Background: an optimization exercise with open tools, aiming at small area. Do not read the settings as production practice. In this exercise RTL edits were held to simulation tests only and were not proved equivalent to the original. The clock port is modelled as an ideal driver, which makes a skipped or thinned clock tree look cheaper than it is; a real chip needs a root buffer or a tree. Power is estimated from default activity; no workload was simulated.

// top_czcjj
module top_czcjj(
	input sys_clk,
	input reset_n,
	input   [2:0]    key,
	output [3:0] seg_sel,
	output [7:0] seg_led
);
reg [2:0] r_ff;
reg [3:0] k0_ff, k1_ff, k2_ff;
always @(posedge sys_clk) begin
	r_ff  <= {r_ff[1:0],  ~reset_n};
	k0_ff <= {k0_ff[2:0], ~key[0]};
	k1_ff <= {k1_ff[2:0], ~key[1]};
	k2_ff <= {k2_ff[2:0], ~key[2]};
end
wire rst     = &r_ff;
wire stop_ev = (&k0_ff[2:0]) & ~k0_ff[3];           
wire add_ev  = (&k1_ff[3:1]) & ~k1_ff[0];           
wire chd_ev  = (&k2_ff[2:0]) & ~k2_ff[3];           
reg waiting;         
reg [1:0] mode;      
always @(posedge sys_clk) begin
	if (rst) waiting <= 1'b0;
	else if (stop_ev) waiting <= ~waiting;
end
always @(posedge sys_clk) begin
	if (rst) mode <= 2'd0;
	else if (chd_ev) mode <= {mode[0], ~mode[1] & ~mode[0]};
end
reg [5:0] pre;        
wire [5:0] pre_c = {&pre[4:0], &pre[3:0], &pre[2:0], &pre[1:0], pre[0], 1'b1};
wire tick = waiting & (&pre);
always @(posedge sys_clk) begin
	if (rst) pre <= 6'd14;
	else if (waiting) pre <= (pre ^ pre_c) | {2'b00, {3{&pre}}, 1'b0};
end
reg [3:0] s_o; reg [2:0] s_t;
  ...
Size in the first run: about 460 cells after synthesis, roughly 100 flip-flops, about 17 I/O pins, roughly 4200 µm² of cells after synthesis.
==> flow/config.mk <==
export PLATFORM = sky130hd
export DESIGN_NAME = top_czcjj
export DESIGN_NICKNAME = top_czcjj
export VERILOG_FILES = /design/flow/design.v
export SDC_FILE = /design/flow/constraint.sdc
export NUM_CORES = 4
export LEC_CHECK = 0
export CAP_MARGIN = 20
export CORE_MARGIN = 2
export CORE_UTILIZATION = 40
export PLACE_DENSITY = 0.6
export SLEW_MARGIN = 20
==> flow/constraint.sdc <==
create_clock -name core_clock -period 14.0 [get_ports {sys_clk}]
set_input_delay 2.8000 -clock core_clock [delete_from_list [all_inputs] [get_ports {sys_clk}]]
set_output_delay 2.8000 -clock core_clock [all_outputs]
set_load 0.01 [all_outputs]
standard.sh (not shown) runs the stock make flow with config.mk's settings and CLKGATE_MAP_FILE= SYNTH_SCRIPT=/design/flow/synth_recipe.tcl, a recipe that flattens the netlist after the stock synthesis.
==> flow/flow/run.sh <==
#!/bin/bash
# Own layout flow: the standard flow (standard.sh) with an area-oriented synthesis
# (own_synth.tcl), plain buf_1 cells as the port buffers and a clock tree without dummy loads.
set -euo pipefail
W=$(pwd)
F=$W/flow
export OWN_ABC_SCRIPT=$F/abc_area_min.script
CTS="-sink_clustering_enable -repair_clock_nets -dont_use_dummy_load -sink_clustering_levels 2 -sink_clustering_size 30"
bash "$W/standard.sh" "SYNTH_SCRIPT=$F/own_synth.tcl" "ADDER_MAP_FILE=" \
  "BUFFER_PORTS_ARGS=-buffer_cell sky130_fd_sc_hd__buf_1" "CTS_ARGS=$CTS" finish > "$W/own_flow_make.log" 2>&1
==> flow/flow/abc_area_min.script <==
strash
&get -n
&fraig -x
&put
dc2
strash
&get -n
&dch -f
&nf -R 1000 -a
&put
==> flow/flow/own_synth.tcl <==
# Standard synthesis (synth_recipe.tcl) with two changes for area: full/half adder
# extraction is skipped, and ABC maps with an area-only script (no buffering or upsizing).
proc synth {args} { yosys synth -nofsm -noshare {*}$args }
proc extract_fa {args} { puts "own flow: extract_fa skipped" }
proc abc {args} {
  set out {}
  set skip 0
  foreach a $args {
    if { $skip } { set skip 0; continue }
    if { $a eq "-script" || $a eq "-constr" || $a eq "-D" } { set skip 1; continue }
    lappend out $a
  }
  puts "own flow: abc -script $::env(OWN_ABC_SCRIPT) $out"
  yosys abc -script $::env(OWN_ABC_SCRIPT) {*}$out
}
source $::env(SCRIPTS_DIR)/synth.tcl
# left out here: clear keep_hierarchy, flatten, clean up, hide names made inside functions, write 1_2_yosys.v
Rerun with:
--- a/flow/flow/run.sh
+++ b/flow/flow/run.sh
@@ -6,5 +6,5 @@
 F=$W/flow
 export OWN_ABC_SCRIPT=$F/abc_area_min.script
-CTS="-sink_clustering_enable -repair_clock_nets -dont_use_dummy_load -sink_clustering_levels 2 -sink_clustering_size 30"
+CTS="-sink_clustering_enable -repair_clock_nets -dont_use_dummy_load -buf_list sky130_fd_sc_hd__clkbuf_8 -sink_clustering_size 30 -sink_clustering_max_diameter 150"
 bash "$W/standard.sh" "SYNTH_SCRIPT=$F/own_synth.tcl" "ADDER_MAP_FILE=" \
   "BUFFER_PORTS_ARGS=-buffer_cell sky130_fd_sc_hd__buf_1" "CTS_ARGS=$CTS" finish > "$W/own_flow_make.log" 2>&1
Core utilization stays the same. Worst hold slack does not change. Combinational power barely changes.

========
top_czcjj, a different RTL version from the one above (not shown whole).
Size: roughly 610 cells after synthesis, roughly 97 flip-flops, about 17 I/O pins.
clock: 14.0 ns
lec_check: 0
cap_margin: 20
core_margin: 2
core_utilization: 40
place_density: 0.6
slew_margin: 20
run.sh (not shown) runs the stock make flow with config.mk's settings and CLKGATE_MAP_FILE= SYNTH_SCRIPT=/design/flow/synth_recipe.tcl, a recipe that flattens the netlist after the stock synthesis.
Stock flow here: none of the scripts above is used.
Then changed:
==> flow/flow/run.sh (new file) <==
#!/bin/bash
# Own layout flow: the standard flow (standard.sh) with an area-oriented synthesis
# (own_synth.tcl) and plain buf_1 cells as the port buffers.
set -euo pipefail
W=$(pwd)
F=$W/flow
export OWN_ABC_SCRIPT=$F/abc_area_min.script
bash "$W/standard.sh" "SYNTH_SCRIPT=$F/own_synth.tcl" "ADDER_MAP_FILE=" \
  "BUFFER_PORTS_ARGS=-buffer_cell sky130_fd_sc_hd__buf_1" finish > "$W/own_flow_make.log" 2>&1
==> flow/flow/abc_area_min.script (new file) <==
strash
&get -n
&fraig -x
&put
dc2
strash
&get -n
&dch -f
&nf -R 1000 -a
&put
==> flow/flow/own_synth.tcl (new file) <==
# Standard synthesis (synth_recipe.tcl) with two changes for area: full/half adder
# extraction is skipped, and ABC maps with an area-only script (no buffering or upsizing).
proc synth {args} { yosys synth -nofsm -noshare {*}$args }
proc extract_fa {args} { puts "own flow: extract_fa skipped" }
proc abc {args} {
  set out {}
  set skip 0
  foreach a $args {
    if { $skip } { set skip 0; continue }
    if { $a eq "-script" || $a eq "-constr" || $a eq "-D" } { set skip 1; continue }
    lappend out $a
  }
  puts "own flow: abc -script $::env(OWN_ABC_SCRIPT) $out"
  yosys abc -script $::env(OWN_ABC_SCRIPT) {*}$out
}
source $::env(SCRIPTS_DIR)/synth.tcl
# left out here: clear keep_hierarchy, flatten, clean up, hide names made inside functions, write 1_2_yosys.v
==> flow/standard.sh (new file) <==
#!/bin/bash
# synth_recipe.tcl (not shown) runs the flow's synth.tcl, then flattens the netlist and writes it again
# the make line also repeats each setting of config.mk as NAME=value (left out here)
make -C /OpenROAD-flow-scripts/flow DESIGN_CONFIG=/design/flow/config.mk WORK_HOME=/design/flow/orfs CLKGATE_MAP_FILE= SYNTH_SCRIPT=/design/flow/synth_recipe.tcl "${@:-finish}"
removed: flow/run.sh
Effect: The changed run ran to the end with no violations. Non-clock buffer count rises by 3. Via count falls by 9.4%. Global-route usage rises by 1.5 points. First-iteration DRC count falls by 13%. Die area falls by 19%.

========
Setup of job 9524:
RTL: one of the versions met above, not the one the previous note started from.
For scale: about 100 flip-flops, roughly 17 I/O pins, about 0.0040 mm2 of cells after synthesis.
==> flow/config.mk <==
export PLATFORM = sky130hd
export DESIGN_NAME = top_czcjj
export DESIGN_NICKNAME = top_czcjj
export VERILOG_FILES = /design/flow/design.v
export SDC_FILE = /design/flow/constraint.sdc
export NUM_CORES = 4
export LEC_CHECK = 0
export CAP_MARGIN = 20
export CORE_MARGIN = 2
export CORE_UTILIZATION = 40
export PLACE_DENSITY = 0.6
export SLEW_MARGIN = 20
==> flow/constraint.sdc <==
create_clock -name core_clock -period 14.0 [get_ports {sys_clk}]
set_input_delay 2.8000 -clock core_clock [delete_from_list [all_inputs] [get_ports {sys_clk}]]
set_output_delay 2.8000 -clock core_clock [all_outputs]
set_load 0.01 [all_outputs]
standard.sh (not shown) runs the stock make flow with config.mk's settings and CLKGATE_MAP_FILE= SYNTH_SCRIPT=/design/flow/synth_recipe.tcl, a recipe that flattens the netlist after the stock synthesis.
==> flow/flow/run.sh <==
#!/bin/bash
# Own layout flow: the standard flow (standard.sh) with an area-oriented synthesis
# (own_synth.tcl), plain buf_1 cells as the port buffers and a small hand-built clock tree (manual_cts.tcl).
set -euo pipefail
W=$(pwd)
F=$W/flow
export OWN_ABC_SCRIPT=$F/abc_area_min.script
CTS_HOOK="PRE_CTS_TCL=$F/manual_cts.tcl"
# the platform's don't-use cells plus the larger buffers, so that repairs use small ones
DU="sky130_fd_sc_hd__probe_p_8 sky130_fd_sc_hd__probec_p_8 sky130_fd_sc_hd__lpflow_bleeder_1 sky130_fd_sc_hd__lpflow_clkbufkapwr_1 sky130_fd_sc_hd__lpflow_clkbufkapwr_16 sky130_fd_sc_hd__lpflow_clkbufkapwr_2 sky130_fd_sc_hd__lpflow_clkbufkapwr_4 sky130_fd_sc_hd__lpflow_clkbufkapwr_8 sky130_fd_sc_hd__lpflow_clkinvkapwr_1 sky130_fd_sc_hd__lpflow_clkinvkapwr_16 sky130_fd_sc_hd__lpflow_clkinvkapwr_2 sky130_fd_sc_hd__lpflow_clkinvkapwr_4 sky130_fd_sc_hd__lpflow_clkinvkapwr_8 sky130_fd_sc_hd__lpflow_decapkapwr_12 sky130_fd_sc_hd__lpflow_decapkapwr_3 sky130_fd_sc_hd__lpflow_decapkapwr_4 sky130_fd_sc_hd__lpflow_decapkapwr_6 sky130_fd_sc_hd__lpflow_decapkapwr_8 sky130_fd_sc_hd__lpflow_inputiso0n_1 sky130_fd_sc_hd__lpflow_inputiso0p_1 sky130_fd_sc_hd__lpflow_inputiso1n_1 sky130_fd_sc_hd__lpflow_inputiso1p_1 sky130_fd_sc_hd__lpflow_inputisolatch_1 sky130_fd_sc_hd__lpflow_isobufsrc_1 sky130_fd_sc_hd__lpflow_isobufsrc_16 sky130_fd_sc_hd__lpflow_isobufsrc_2 sky130_fd_sc_hd__lpflow_isobufsrc_4 sky130_fd_sc_hd__lpflow_isobufsrc_8 sky130_fd_sc_hd__lpflow_isobufsrckapwr_16 sky130_fd_sc_hd__lpflow_lsbuf_lh_hl_isowell_tap_1 sky130_fd_sc_hd__lpflow_lsbuf_lh_hl_isowell_tap_2 sky130_fd_sc_hd__lpflow_lsbuf_lh_hl_isowell_tap_4 sky130_fd_sc_hd__lpflow_lsbuf_lh_isowell_4 sky130_fd_sc_hd__lpflow_lsbuf_lh_isowell_tap_1 sky130_fd_sc_hd__lpflow_lsbuf_lh_isowell_tap_2 sky130_fd_sc_hd__lpflow_lsbuf_lh_isowell_tap_4 sky130_fd_sc_hd__buf_4 sky130_fd_sc_hd__buf_6 sky130_fd_sc_hd__buf_8 sky130_fd_sc_hd__buf_12 sky130_fd_sc_hd__buf_16 sky130_fd_sc_hd__bufbuf_8 sky130_fd_sc_hd__bufbuf_16 sky130_fd_sc_hd__clkbuf_4 sky130_fd_sc_hd__clkbuf_8 sky130_fd_sc_hd__clkbuf_16"
bash "$W/standard.sh" "SYNTH_SCRIPT=$F/own_synth.tcl" "ADDER_MAP_FILE=" \
  "BUFFER_PORTS_ARGS=-buffer_cell sky130_fd_sc_hd__buf_1" "$CTS_HOOK" "DONT_USE_CELLS=$DU" "SYNTH_OPERATIONS_ARGS=-noabc" finish > "$W/own_flow_make.log" 2>&1
==> flow/flow/abc_area_min.script <==
strash
&get -n
&fraig -x
&put
dc2
strash
&get -n
&deepsyn -T 240
&put
strash
&get -n
&dch -f
&nf -R 1000 -a
&put
strash
&get -n
&dch -f
&nf -R 1000 -a
&put
==> flow/flow/manual_cts.tcl <==
# PRE_CTS_TCL hook: replaces clock_tree_synthesis with a small hand-built clock tree.
# The clock port drives four buf_12 buffers; the flip-flops are split into four
# groups by location (median splits in x, then in y) and each group is driven by
# the buffer placed at its centre. Every flip-flop sees the same two-level path.
proc clock_tree_synthesis { args } {
  set block [ord::get_db_block]
  set db [ord::get_db]
  set clk [$block findNet sys_clk]
  set master [$db findMaster sky130_fd_sc_hd__buf_12]
  set sinks {}
  foreach it [$clk getITerms] {
    set inst [$it getInst]
    set loc [$inst getLocation]
    lappend sinks [list [lindex $loc 0] [lindex $loc 1] $it]
  }
  set n [llength $sinks]
  puts "manual cts: $n clock sinks"
  set byx [lsort -integer -index 0 $sinks]
  set h [expr {$n / 2}]
  set groups {}
  foreach half [list [lrange $byx 0 [expr {$h - 1}]] [lrange $byx $h end]] {
    set byy [lsort -integer -index 1 $half]
    set m [expr {[llength $byy] / 2}]
    lappend groups [lrange $byy 0 [expr {$m - 1}]]
    lappend groups [lrange $byy $m end]
  }
  set g 0
  foreach grp $groups {
    set sx 0; set sy 0
    foreach s $grp { incr sx [lindex $s 0]; incr sy [lindex $s 1] }
    set cx [expr {$sx / [llength $grp]}]
    set cy [expr {$sy / [llength $grp]}]
    set inst [odb::dbInst_create $block $master "clkbuf_man_$g"]
    set net [odb::dbNet_create $block "clknet_man_$g"]
    $net setSigType CLOCK
    foreach s $grp {
      set it [lindex $s 2]
      $it disconnect
      $it connect $net
    }
    [$inst findITerm A] connect $clk
    [$inst findITerm X] connect $net
    $inst setLocation $cx $cy
    $inst setPlacementStatus PLACED
    puts "manual cts: buffer $g drives [llength $grp] sinks at ($cx, $cy)"
    incr g
  }
  $clk setSigType CLOCK
  global_connect
  set_propagated_clock [all_clocks]
}
Other scripts of this flow, unchanged in this note and not shown: flow/flow/own_synth.tcl
Relative to job 9524, the following input files were edited for job 653:
Settings: CORE_UTILIZATION: 40 -> 70; PLACE_DENSITY: 0.6 -> 0.85.
==> flow/flow/run.sh <==
#!/bin/bash
# Own layout flow: the standard flow (standard.sh) with an area-oriented synthesis
# (own_synth.tcl), plain buf_1 cells as the port buffers and a small hand-built clock tree (manual_cts.tcl).
set -euo pipefail
W=$(pwd)
F=$W/flow
export OWN_ABC_SCRIPT=$F/abc_area_min.script
CTS_HOOK="PRE_CTS_TCL=$F/manual_cts.tcl"
bash "$W/standard.sh" "SYNTH_SCRIPT=$F/own_synth.tcl" "ADDER_MAP_FILE=" \
  "BUFFER_PORTS_ARGS=-buffer_cell sky130_fd_sc_hd__buf_1" "$CTS_HOOK" finish > "$W/own_flow_make.log" 2>&1
==> flow/flow/abc_area_min.script <==
strash
&get -n
&fraig -x
&put
dc2
strash
&get -n
&deepsyn -T 120
&put
strash
&get -n
&dch -f
&nf -R 1000 -a
&put
### Flow results
Job 653 has completed all stages; timing, DRC and antenna checks passed. Delta (job 653 minus job 9524): post-placement worst setup slack increased 0.14 ns, final area has decreased. Diff job 9524 -> job 653 | total power after layout | down slightly. The critical-path cell with the highest stage delay comes out sky130_fd_sc_hd__and2_0 in one run and sky130_fd_sc_hd__or4_1 in the other, namely in job 653 and job 9524 respectively.
[inputs] job 2885 vs job 653
Settings: swapping 70 for 40 in CORE_UTILIZATION; swapping 0.85 for 0.6 in PLACE_DENSITY.
==> flow/flow/run.sh <==
#!/bin/bash
# Own layout flow: the standard flow (standard.sh) with an area-oriented synthesis
# (own_synth.tcl), plain buf_1 cells as the port buffers and a small hand-built clock tree (manual_cts.tcl).
set -euo pipefail
W=$(pwd)
F=$W/flow
export OWN_ABC_SCRIPT=$F/abc_area_min.script
CTS_HOOK="PRE_CTS_TCL=$F/manual_cts.tcl"
# the platform's don't-use cells plus the larger buffers, so that repairs use small ones
DU="sky130_fd_sc_hd__probe_p_8 sky130_fd_sc_hd__probec_p_8 sky130_fd_sc_hd__lpflow_bleeder_1 sky130_fd_sc_hd__lpflow_clkbufkapwr_1 sky130_fd_sc_hd__lpflow_clkbufkapwr_16 sky130_fd_sc_hd__lpflow_clkbufkapwr_2 sky130_fd_sc_hd__lpflow_clkbufkapwr_4 sky130_fd_sc_hd__lpflow_clkbufkapwr_8 sky130_fd_sc_hd__lpflow_clkinvkapwr_1 sky130_fd_sc_hd__lpflow_clkinvkapwr_16 sky130_fd_sc_hd__lpflow_clkinvkapwr_2 sky130_fd_sc_hd__lpflow_clkinvkapwr_4 sky130_fd_sc_hd__lpflow_clkinvkapwr_8 sky130_fd_sc_hd__lpflow_decapkapwr_12 sky130_fd_sc_hd__lpflow_decapkapwr_3 sky130_fd_sc_hd__lpflow_decapkapwr_4 sky130_fd_sc_hd__lpflow_decapkapwr_6 sky130_fd_sc_hd__lpflow_decapkapwr_8 sky130_fd_sc_hd__lpflow_inputiso0n_1 sky130_fd_sc_hd__lpflow_inputiso0p_1 sky130_fd_sc_hd__lpflow_inputiso1n_1 sky130_fd_sc_hd__lpflow_inputiso1p_1 sky130_fd_sc_hd__lpflow_inputisolatch_1 sky130_fd_sc_hd__lpflow_isobufsrc_1 sky130_fd_sc_hd__lpflow_isobufsrc_16 sky130_fd_sc_hd__lpflow_isobufsrc_2 sky130_fd_sc_hd__lpflow_isobufsrc_4 sky130_fd_sc_hd__lpflow_isobufsrc_8 sky130_fd_sc_hd__lpflow_isobufsrckapwr_16 sky130_fd_sc_hd__lpflow_lsbuf_lh_hl_isowell_tap_1 sky130_fd_sc_hd__lpflow_lsbuf_lh_hl_isowell_tap_2 sky130_fd_sc_hd__lpflow_lsbuf_lh_hl_isowell_tap_4 sky130_fd_sc_hd__lpflow_lsbuf_lh_isowell_4 sky130_fd_sc_hd__lpflow_lsbuf_lh_isowell_tap_1 sky130_fd_sc_hd__lpflow_lsbuf_lh_isowell_tap_2 sky130_fd_sc_hd__lpflow_lsbuf_lh_isowell_tap_4 sky130_fd_sc_hd__buf_4 sky130_fd_sc_hd__buf_6 sky130_fd_sc_hd__buf_8 sky130_fd_sc_hd__buf_12 sky130_fd_sc_hd__buf_16 sky130_fd_sc_hd__bufbuf_8 sky130_fd_sc_hd__bufbuf_16 sky130_fd_sc_hd__clkbuf_4 sky130_fd_sc_hd__clkbuf_8 sky130_fd_sc_hd__clkbuf_16"
bash "$W/standard.sh" "SYNTH_SCRIPT=$F/own_synth.tcl" "ADDER_MAP_FILE=" \
  "BUFFER_PORTS_ARGS=-buffer_cell sky130_fd_sc_hd__buf_1" "$CTS_HOOK" "DONT_USE_CELLS=$DU" "SYNTH_OPERATIONS_ARGS=-noabc" finish > "$W/own_flow_make.log" 2>&1
==> flow/flow/abc_area_min.script <==
strash
&get -n
&fraig -x
&put
dc2
strash
&get -n
&deepsyn -T 240
&put
strash
&get -n
&dch -f
&nf -R 1000 -a
&put
--- outcome ---
- Per the comparison of job 2885 with job 653, remaining design rule violation count neither gained nor lost much; global-route usage went down 14 points; area growth from synthesis to final layout grew by 1.9 points.
#### Input delta (job 1259 over job 2885)
==> flow/flow/run.sh <==
#!/bin/bash
# Own layout flow: the standard flow (standard.sh) with an area-oriented synthesis
# (own_synth.tcl), plain buf_1 cells as the port buffers and a small hand-built clock tree (manual_cts.tcl).
set -euo pipefail
W=$(pwd)
F=$W/flow
export OWN_ABC_SCRIPT=$F/abc_area_min.script
CTS_HOOK="PRE_CTS_TCL=$F/manual_cts.tcl"
# the platform's don't-use cells plus the larger buffers, so that repairs use small ones
DU="sky130_fd_sc_hd__probe_p_8 sky130_fd_sc_hd__probec_p_8 sky130_fd_sc_hd__lpflow_bleeder_1 sky130_fd_sc_hd__lpflow_clkbufkapwr_1 sky130_fd_sc_hd__lpflow_clkbufkapwr_16 sky130_fd_sc_hd__lpflow_clkbufkapwr_2 sky130_fd_sc_hd__lpflow_clkbufkapwr_4 sky130_fd_sc_hd__lpflow_clkbufkapwr_8 sky130_fd_sc_hd__lpflow_clkinvkapwr_1 sky130_fd_sc_hd__lpflow_clkinvkapwr_16 sky130_fd_sc_hd__lpflow_clkinvkapwr_2 sky130_fd_sc_hd__lpflow_clkinvkapwr_4 sky130_fd_sc_hd__lpflow_clkinvkapwr_8 sky130_fd_sc_hd__lpflow_decapkapwr_12 sky130_fd_sc_hd__lpflow_decapkapwr_3 sky130_fd_sc_hd__lpflow_decapkapwr_4 sky130_fd_sc_hd__lpflow_decapkapwr_6 sky130_fd_sc_hd__lpflow_decapkapwr_8 sky130_fd_sc_hd__lpflow_inputiso0n_1 sky130_fd_sc_hd__lpflow_inputiso0p_1 sky130_fd_sc_hd__lpflow_inputiso1n_1 sky130_fd_sc_hd__lpflow_inputiso1p_1 sky130_fd_sc_hd__lpflow_inputisolatch_1 sky130_fd_sc_hd__lpflow_isobufsrc_1 sky130_fd_sc_hd__lpflow_isobufsrc_16 sky130_fd_sc_hd__lpflow_isobufsrc_2 sky130_fd_sc_hd__lpflow_isobufsrc_4 sky130_fd_sc_hd__lpflow_isobufsrc_8 sky130_fd_sc_hd__lpflow_isobufsrckapwr_16 sky130_fd_sc_hd__lpflow_lsbuf_lh_hl_isowell_tap_1 sky130_fd_sc_hd__lpflow_lsbuf_lh_hl_isowell_tap_2 sky130_fd_sc_hd__lpflow_lsbuf_lh_hl_isowell_tap_4 sky130_fd_sc_hd__lpflow_lsbuf_lh_isowell_4 sky130_fd_sc_hd__lpflow_lsbuf_lh_isowell_tap_1 sky130_fd_sc_hd__lpflow_lsbuf_lh_isowell_tap_2 sky130_fd_sc_hd__lpflow_lsbuf_lh_isowell_tap_4 sky130_fd_sc_hd__buf_4 sky130_fd_sc_hd__buf_6 sky130_fd_sc_hd__buf_8 sky130_fd_sc_hd__buf_12 sky130_fd_sc_hd__buf_16 sky130_fd_sc_hd__bufbuf_8 sky130_fd_sc_hd__bufbuf_16 sky130_fd_sc_hd__clkbuf_4 sky130_fd_sc_hd__clkbuf_8 sky130_fd_sc_hd__clkbuf_16"
bash "$W/standard.sh" "SYNTH_SCRIPT=$F/own_synth.tcl" "ADDER_MAP_FILE=" \
  "BUFFER_PORTS_ARGS=-buffer_cell sky130_fd_sc_hd__buf_1" "$CTS_HOOK" "DONT_USE_CELLS=$DU" finish > "$W/own_flow_make.log" 2>&1
==> flow/flow/abc_area_min.script <==
strash
&get -n
&fraig -x
&put
dc2
strash
&get -n
&deepsyn -T 120
&put
strash
&get -n
&dch -f
&nf -R 1000 -a
&put
Findings:
Job 1259 ends up with a wire length that is about 1.1% higher than in job 2885. Job 1259 vs job 2885, internal power went up by 0.0054 mW. Number of antenna cells inserted came out exactly the same in job 2885 and job 1259. Job 1259 ends up with a share of synthesized area occupied by flip-flops and latches that is 0.54 points lower than in job 2885. Per the comparison of job 1259 with job 2885, final critical path time including I/O delays and setup fell 0.15 ns, number of design-rule violations left by the first detailed-router iteration lost about 6%. The global-route track usage on met1 of job 1259 falls short of that of job 2885 by 0.75 points. When job 1259 is set beside job 2885, its post-synthesis area per instance turns out to be 2.1% smaller. In the reports for job 2885 and job 1259, the larger layout overhead on the synthesized area belongs to job 2885. Going from job 2885 to job 1259, the number of standard cells after synthesis was found to have gone up by 3.1%. Timing startpoint of the critical path: m_o[3] -> job 2885, km[11] -> job 1259. Job 2885 and job 1259 ended up with roughly the same worst hold margin.
--- input diff job 1259..job 4663 ---
==> flow/flow/run.sh <==
#!/bin/bash
# Own layout flow: the standard flow (standard.sh) with an area-oriented synthesis
# (own_synth.tcl), plain buf_1 cells as the port buffers and a small hand-built clock tree (manual_cts.tcl).
set -euo pipefail
W=$(pwd)
F=$W/flow
export OWN_ABC_SCRIPT=$F/abc_area_min.script
CTS_HOOK="PRE_CTS_TCL=$F/manual_cts.tcl"
bash "$W/standard.sh" "SYNTH_SCRIPT=$F/own_synth.tcl" "ADDER_MAP_FILE=" \
  "BUFFER_PORTS_ARGS=-buffer_cell sky130_fd_sc_hd__buf_1" "$CTS_HOOK" finish > "$W/own_flow_make.log" 2>&1
-- flow/flow/manual_cts.tcl --
<<< job 1259, line 1
# PRE_CTS_TCL hook: replaces clock_tree_synthesis with a small hand-built clock tree.
# The clock port drives four buf_12 buffers; the flip-flops are split into four
# groups by location (median splits in x, then in y) and each group is driven by
# the buffer placed at its centre. Every flip-flop sees the same two-level path.
>>> job 4663, line 1
# PRE_CTS_TCL hook: replaces clock_tree_synthesis with a small hand-built clock tree.
# The clock port drives four clkbuf_16 buffers; the flip-flops are split into four
# groups by location (median splits in x, then in y) and each group is driven by
# the buffer placed at its centre. Every flip-flop sees the same two-level path.
<<< job 1259, line 7
  set db [ord::get_db]
  set clk [$block findNet sys_clk]
  set master [$db findMaster sky130_fd_sc_hd__buf_12]
  set sinks {}
  foreach it [$clk getITerms] {
>>> job 4663, line 7
  set db [ord::get_db]
  set clk [$block findNet sys_clk]
  set master [$db findMaster sky130_fd_sc_hd__clkbuf_16]
  set sinks {}
  foreach it [$clk getITerms] {
==> run notes <==
- From job 1259 to job 4663 the numbers moved as follows: clock skew went down 0.0031 ns, total routed wire length on the met1 layer held, reported leakage power went up about 1.4%.
- | maximum clock frequency | job 4663 vs job 1259 | 1.8% higher |
- Job 4663 vs job 1259 — clock latency reported for the late side of the worst-skew pair rose 0.02 ns.
- Diff job 1259 -> job 4663: sequential fraction of total cell area down 0.34 points; combinational power stayed essentially flat; core region area flat; final worst-path setup slack went up.
- Going from job 1259 to job 4663, fraction of area in multi-input gates shrinks by 0.30 points.
### job 4663 -> job 8085
==> flow/flow/run.sh <==
#!/bin/bash
# Own layout flow: the standard flow (standard.sh) with an area-oriented synthesis
# (own_synth.tcl), plain buf_1 cells as the port buffers and a clock tree without dummy loads.
set -euo pipefail
W=$(pwd)
F=$W/flow
export OWN_ABC_SCRIPT=$F/abc_area_min.script
CTS="-sink_clustering_enable -repair_clock_nets -dont_use_dummy_load -sink_clustering_levels 1"
bash "$W/standard.sh" "SYNTH_SCRIPT=$F/own_synth.tcl" "ADDER_MAP_FILE=" \
  "BUFFER_PORTS_ARGS=-buffer_cell sky130_fd_sc_hd__buf_1" "CTS_ARGS=$CTS" finish > "$W/own_flow_make.log" 2>&1
==> flow/flow/abc_area_min.script <==
strash
&get -n
&fraig -x
&put
dc2
strash
&get -n
&dch -f
&nf -R 1000 -a
&put
removed: flow/flow/manual_cts.tcl
Notes after the runs:
- Adder-cell area share of the yosys netlist: job 8085 > job 4663
- Of job 8085 and job 4663, the run reporting the higher total wirelength of the detailed-routed design was job 4663.
- [job 8085] met1 routing resource usage after global routing fell 0.62 points relative to job 4663
- The run showing the greater logic gate share of total power is job 8085.
- Looking at die span in y across job 8085 and job 4663, the one that comes out higher is job 8085.
- Compared to job 4663, job 8085 shows a narrower setup margin.
- Compared with job 4663, job 8085 degrades design area.
- When the final numbers for job 8085 and job 4663 were put side by side, the net count of the mapped netlist turned out to be smaller in job 8085.
- Compared with job 4663, job 8085 shows synthesized cell count that has gone down slightly.
- NOTE count of cell instances traversed by the critical path job 4663->job 8085 increased by more than half
- In the metrics for job 8085 and job 4663, the one carrying the lower sum of met2 wire segment lengths after detailed routing is job 8085.
In job 9524, job 653, job 2885, job 1259 and job 4663 the design's own scripts or RTL, not TritonCTS, make the clock network.

## afterwards: timing with drivers on the ports
The results above use ideal ports. As a check the final layouts listed here were re-extracted and re-timed, cells and wires unchanged. Step 1, drivers: a clkbuf_16 drives sys_clk and a buf_2 each remaining input, both assumed. Step 2 adds t to the input delays and takes it off the output delays; t is the mean of the earliest and latest rising clock arrival at the registers after step 1. Input paths then give back, and output paths get back, about the clock's delay inside the block. Three values: no drivers, after step 1, after step 2; two values: the first two.
run	t (ns)	setup WS [ns]	worst hold slack (ns)	clock arrival spread, ns	pins driven straight from the clock port
the first run of note 1	0.385	6.801 / 6.801 / 6.801	0.341 / 0.341 / 0.341	0.041 / 0.041	1
the second run of note 1	0.385	6.801 / 6.801 / 6.801	0.341 / 0.341 / 0.341	0.041 / 0.041	1
the first run of note 2	0.384	4.868 / 4.868 / 4.868	0.349 / 0.349 / 0.349	0.008 / 0.007	1
the second run of note 2	0.393	6.511 / 6.511 / 6.511	0.347 / 0.347 / 0.347	0.006 / 0.006	1
job 9524	0.220	8.598 / 8.598 / 8.598	0.356 / 0.356 / 0.356	0.016 / 0.016	4
job 653	0.212	8.612 / 8.612 / 8.612	0.354 / 0.354 / 0.354	0.015 / 0.015	4
job 2885	0.216	8.633 / 8.634 / 8.634	0.354 / 0.354 / 0.354	0.007 / 0.007	4
job 1259	0.219	8.782 / 8.782 / 8.782	0.353 / 0.353 / 0.353	0.014 / 0.014	4
job 4663	0.231	8.876 / 8.876 / 8.876	0.350 / 0.350 / 0.350	0.013 / 0.013	4
job 8085	0.385	6.801 / 6.801 / 6.801	0.341 / 0.341 / 0.341	0.041 / 0.041	1
After both steps setup and hold are still met in every run listed.
